Source: an optimization exercise on an open RTL-to-GDS flow (aim: small area). Production flows keep margins and buffers that such runs may drop. Function was checked by simulation only, so behaviour that the tests miss may differ from the original. Power and IR drop assume default switching activity.

==> flow/design.v <==
module alu_design(clk_i,rst_i,valid_i,ready_o,operand_a,operand_b,operation,result);
	input clk_i,rst_i,valid_i;
	input [31:0]operand_a,operand_b;
	input [2:0]operation;
	output reg ready_o;
	output reg [31:0]result;
	always@(posedge clk_i) begin
		if(rst_i==1)begin
			ready_o=0;
			result=0;
		end
		else begin
			if(valid_i==1)begin
				ready_o=1;
				case(operation)
					3'b000: result = operand_a + operand_b;  
					3'b001: result = operand_a - operand_b;  
					3'b010: result = operand_a * operand_b;  
					3'b011: result = (operand_b == 0) ? 32'hFFFFFFFF : operand_a / operand_b;  
					3'b100: result = (operand_b == 0) ? operand_a : operand_a % operand_b;  
					3'b101: result = operand_a & operand_b;  
					3'b110: result = operand_a | operand_b;  
					3'b111: result = operand_a ^ operand_b;  
				endcase
			end
			else ready_o=0;
		end
	end
endmodule
==> flow/run.sh <==
#!/bin/bash
# synth_recipe.tcl (not shown) runs the flow's synth.tcl, then flattens the netlist and writes it again
# the make line also repeats each setting of config.mk as NAME=value (left out here)
make -C /OpenROAD-flow-scripts/flow DESIGN_CONFIG=/design/flow/config.mk WORK_HOME=/design/flow/orfs CLKGATE_MAP_FILE= SYNTH_SCRIPT=/design/flow/synth_recipe.tcl finish
==> flow/config.mk <==
export PLATFORM = sky130hd
export DESIGN_NAME = alu_design
export DESIGN_NICKNAME = alu_design
export VERILOG_FILES = /design/flow/design.v
export SDC_FILE = /design/flow/constraint.sdc
export NUM_CORES = 4
export LEC_CHECK = 0
export CAP_MARGIN = 20
export CORE_MARGIN = 2
export CORE_UTILIZATION = 40
export PLACE_DENSITY = 0.6
export SLEW_MARGIN = 20
==> flow/constraint.sdc <==
create_clock -name core_clock -period 80.0 [get_ports {clk_i}]
set_input_delay 16.0000 -clock core_clock [delete_from_list [all_inputs] [get_ports {clk_i}]]
set_output_delay 16.0000 -clock core_clock [all_outputs]
set_load 0.01 [all_outputs]
==> insert_results.sql <==
INSERT INTO impl_metrics (metric_group, metric, value, unit) VALUES
('synthesis', 'yosysTopAreaCell', 'ha_1', ''),
('placed_design', 'place.gp.congestion', '1.10', ''),
('layout', 'area_of_the_multi_input_gates', '51200', 'um^2'),
('timing', 'fin_worst_skew', '0', 'ps'),
('timing', 'hold_viol_final', '0', ''),
('synthesis', 'syn_inst', '7392', ''),
('synthesis', 'synth.top_cells.by_area', 'ha_1 (18%), fa_1 (16%), nand2_1 (7.0%)', ''),
('worst_setup_path', 'reg2reg_depth', '4', ''),
('synthesis', 'synth.mux.area_fraction', '1.89', '%'),
('synthesis', 'postSynthNetCount', '8623', ''),
('worst_setup_path', 'worst_ep_arrival_time', '78510', 'ps'),
('layout', 'sequential_cell_area', '661', 'um^2'),
('timing', 'final_critical_path_setup_slack', '1700', 'ps'),
('clock_network', 'ctsLongestPathBuffers', '2', ''),
('global_routing', 'grt.met2_usage', '61.0', '%'),
('worst_setup_path', 'critical_path.startpoint', 'operand_b[28]', ''),
('clock_network', 'clk_root_buffer_cell', 'clkbuf_16', ''),
('worst_setup_path', 'crit_path_end', 'result[12]$_SDFFE_PP0P_', ''),
('worst_setup_path', 'timing.setup.critical_path_class', 'in -> reg', ''),
('global_routing', 'initial_antenna_violation_count', '28', ''),
('drt', 'totalWireLength', '284', 'mm'),
('worst_setup_path', 'critPathCaptureType', 'flip-flop', ''),
('power_and_ir_drop', 'power.density', '33.1', 'nW/um^2'),
('synthesis', 'synth-compound-area-share', '25.6', '%'),
('global_routing', 'global_route.usage.total', '40.1', '%'),
('synthesis', 'synthSimpleGateAreaFrac', '22.4', '%'),
('power_and_ir_drop', 'static-leakage-power', '36.4', 'nW'),
('synthesis', 'synth-warning-count', '1', ''),
('clock_network', 'path_clk_slew', '70', 'ps'),
('worst_setup_path', 'required_time_of_the_worst_setup_path', '80210', 'ps'),
('worst_setup_path', 'timing.rr.end', 'result[15]$_SDFFE_PP0P_', ''),
('synthesis', 'seq_area_frac_synth', '1.25', '%'),
('worst_setup_path', 'max_stage_delay', '630', 'ps'),
('outcome', 'run_status', 'timing/DRC/antenna clean', ''),
('synthesis', 'avgSynthCellArea', '7.13', 'um^2'),
('clock_network', 'cts.sinks', '33', ''),
('worst_hold_path', 'min_path_type', 'reg -> reg', ''),
('synthesis', 'synth_area', '52700', 'um^2'),
('worst_setup_path', 'critical_path_source_type', 'input port', ''),
('layout', 'layoutNonFillerInstCount', '11095', ''),
('drt', 'detail_route.wl_per_cell', '25.6', 'um'),
('worst_hold_path', 'worstHoldStart', 'result[14]$_SDFFE_PP0P_', ''),
('synthesis', 'asyncSetResetFlopFracSynth', '0', '%'),
('clock_network', 'cts_tree', 'built', ''),
('drt', 'dr.first_iter.drc_count', '7386', ''),
('synthesis', 'synth_fa_ha_area_share', '33.4', '%'),
('die', 'rows', '133', ''),
('worst_setup_path', 'crit_path_frequent_cell', 'buf_4', ''),
('power_and_ir_drop', 'vdd.ir_drop.worst', '0.000145', 'V'),
('placed_design', 'detailed_place_hpwl', '226', 'mm'),
('placed_design', 'io_buffer_count', '102', ''),
('global_routing', 'groute.layer.met3.usage', '10.8', '%'),
('die', 'floorplan.initialDensity', '40.2', '%'),
('die', 'floorplan.die.width', '367', 'um'),
('layout', 'area_delta_synth_final', '40.7', '%'),
('worst_setup_path', 'worst_r2r_startpoint', 'result[15]$_SDFFE_PP0P_', ''),
('synthesis', 'synth_edf_count', '0', ''),
('synthesis', 'synth_top_family_by_area', 'adder cells', ''),
('timing', 'max_freq', '12.8', 'MHz'),
('synthesis', 'ff_latch_count_synth', '33', ''),
('global_routing', 'overflow', '0', ''),
('drt', 'routed-via-count', '66949', ''),
('layout', 'number_of_nets_in_the_final_layout', '10561', ''),
('timing', 'min_period', '78300', 'ps'),
('die', 'io_pins', '103', ''),
('die', 'core_area', '131000', 'um^2'),
('worst_setup_path', 'path_delay_family', 'compound AO/OA/AOI/OAI gates', ''),
('timing', 'setup-violations-final', '0', ''),
('global_routing', 'global_route.peak_usage_layer', 'met2', ''),
('die', 'floorplan.die.height', '367', 'um'),
('clock_network', 'worst_skew_pair.late_latency', '290', 'ps');
cell usage in the layout (no fill, tap or decap), types with 51 or more instances in the layout:
cell type           n
o211ai_1           79
clkdlybuf4s50_1    74
ha_1              709
fa_1              410
o21a_1            142
xor2_1            171
a21oi_1           406
a31oi_1            84
xnor2_1           328
nor3_1            175
buf_4            2084
nand2b_1           71
o21ai_1            58
inv_1             673
a211oi_1           69
or2_2              65
a21oi_2            75
nand2_1           962
nor2b_1            58
a21o_1            178
nor2_1            628
nand3_1           146
nand4_1            64
or3_1              51
o21ai_0           335
logic make-up after synthesis:
| family | count (synthesis) |
|---|---|
| muxes | 93 |
| xor gates and xnor gates | 501 |
| and+or+nand+nor | 2577 |
| AOI/OAI and AO/OA | 2032 |
| DFF | 33 |
| buffers and inverters | 995 |
| adders and majority gates | 1161 |
final cells by class:
| type | instances | area share (%) |
|---|---|---|
| Multi-Input combinational cell | 6366 | 69.1 |
| Timing Repair Buffer | 2234 | 23.3 |
| Inverter | 690 | 3.49 |
| Tap cell | 1755 | 2.96 |
| Sequential cell | 33 | 0.891 |
| Clock buffer | 7 | 0.192 |
| Clock inverter | 1 | 0.0405 |
| Antenna cell | 9 | 0.0304 |
power breakdown:
part	total [mW]	internal (mW)	switching [mW]
Sequential	0.0278	0.0210	0.00681
Combinational	2.40	1.01	1.39
Clock	0.0248	0.0156	0.00916
Total	2.45	1.04	1.41
cell usage after synthesis (16+ instances only):
cell type,count
nand2_1,986
ha_1,751
inv_1,684
nor2_1,668
a21oi_1,487
fa_1,410
o21ai_0,407
xnor2_1,330
clkbuf_1,239
nor3_1,197
a21o_1,179
xor2_1,171
nand3_1,152
o21a_1,147
a31oi_1,104
a211oi_1,96
o211ai_1,79
nand2b_1,71
or2_2,71
nand4_1,64
nor2b_1,59
or3_1,59
o31ai_1,55
buf_1,52
o21bai_1,50
and2_1,49
and3_1,49
nor4_1,49
mux2i_1,47
mux2_2,44
a221oi_1,40
dfxtp_1,33
a21boi_0,31
o22ai_1,28
or4_1,25
a31o_2,24
o2111ai_1,21
a311oi_1,18
o221ai_1,18
a211o_1,17
o21ai_1,17
o31a_1,16
routing by layer:
metal,vias up,share of wire [%]
met5,-,0.068
met2,3857,41
li1,29897,-
met1,31990,39
met4,24,7.6
met3,1181,12
worst reg2reg max path, delay by kind of cell (launching register included):
kind | cells | cell delay (ps)
AO/OA/AOI/OAI | 4 | 1010
flip-flops | 1 | 400
flip-flops by register name, indices dropped and copies added, names as in the netlist:
signal   count
result      32
ready_o      1
worst min-delay path by stage:
stage	depth (start not counted)	to	slack [ps]
after CTS	2	result[14]$_SDFFE_PP0P_	500
after detailed placement	2	result[14]$_SDFFE_PP0P_	490
after floorplan	2	result[0]$_SDFFE_PP0P_	490
after global routing	1	result[5]$_SDFFE_PP0P_	530
after global placement	2	result[14]$_SDFFE_PP0P_	480
final	2	result[14]$_SDFFE_PP0P_	490
through the flow:
stage               total power, mW  setup TNS [ps]  utilization [%]  instance area (um^2)  hold WS [ps]
finish                         2.45               0             56.6                 74200           495
CTS                            2.35               0             54.0                 70800           496
detailed placement             2.29         -105190             53.6                 70200           486
global route                   2.64          -13110             56.6                 74200           530
floorplan                      1.55               0                -                 53000           490
global placement               2.27          -73680             53.6                 70200           479
timing repair:
| item | in CTS | in global routing |
|---|---|---|
| setup buffers | 12 | 96 |
| gates resized for setup | 86 | 571 |
| gates cloned | 0 | 5 |
| endpoints found under the setup margin | 32 | 32 |
| pin swaps | 22 | 221 |
| hold buffers | 0 | 0 |

static timing again, ports no longer ideal:
The results above use ideal ports. As a check the final layout listed here was re-extracted and re-timed, cells and wires unchanged. Step 1 assumes that a clkbuf_16 drives the clock port and a buf_2 every other input. Step 2 also shifts input and output timing later by t, the mid clock arrival at the registers, as if the neighbouring blocks saw the same clock. a / b / c = ideal ports / drivers / drivers and shift; a / b = the first two.
t, ns: 0.339
setup slack, ns: 1.704 / 1.721 / 1.383
worst setup path at the end: input to register
After both steps this run still meets setup and hold. The setup slack of this run moves by +0.017 ns with the drivers and by -0.321 ns with both steps.
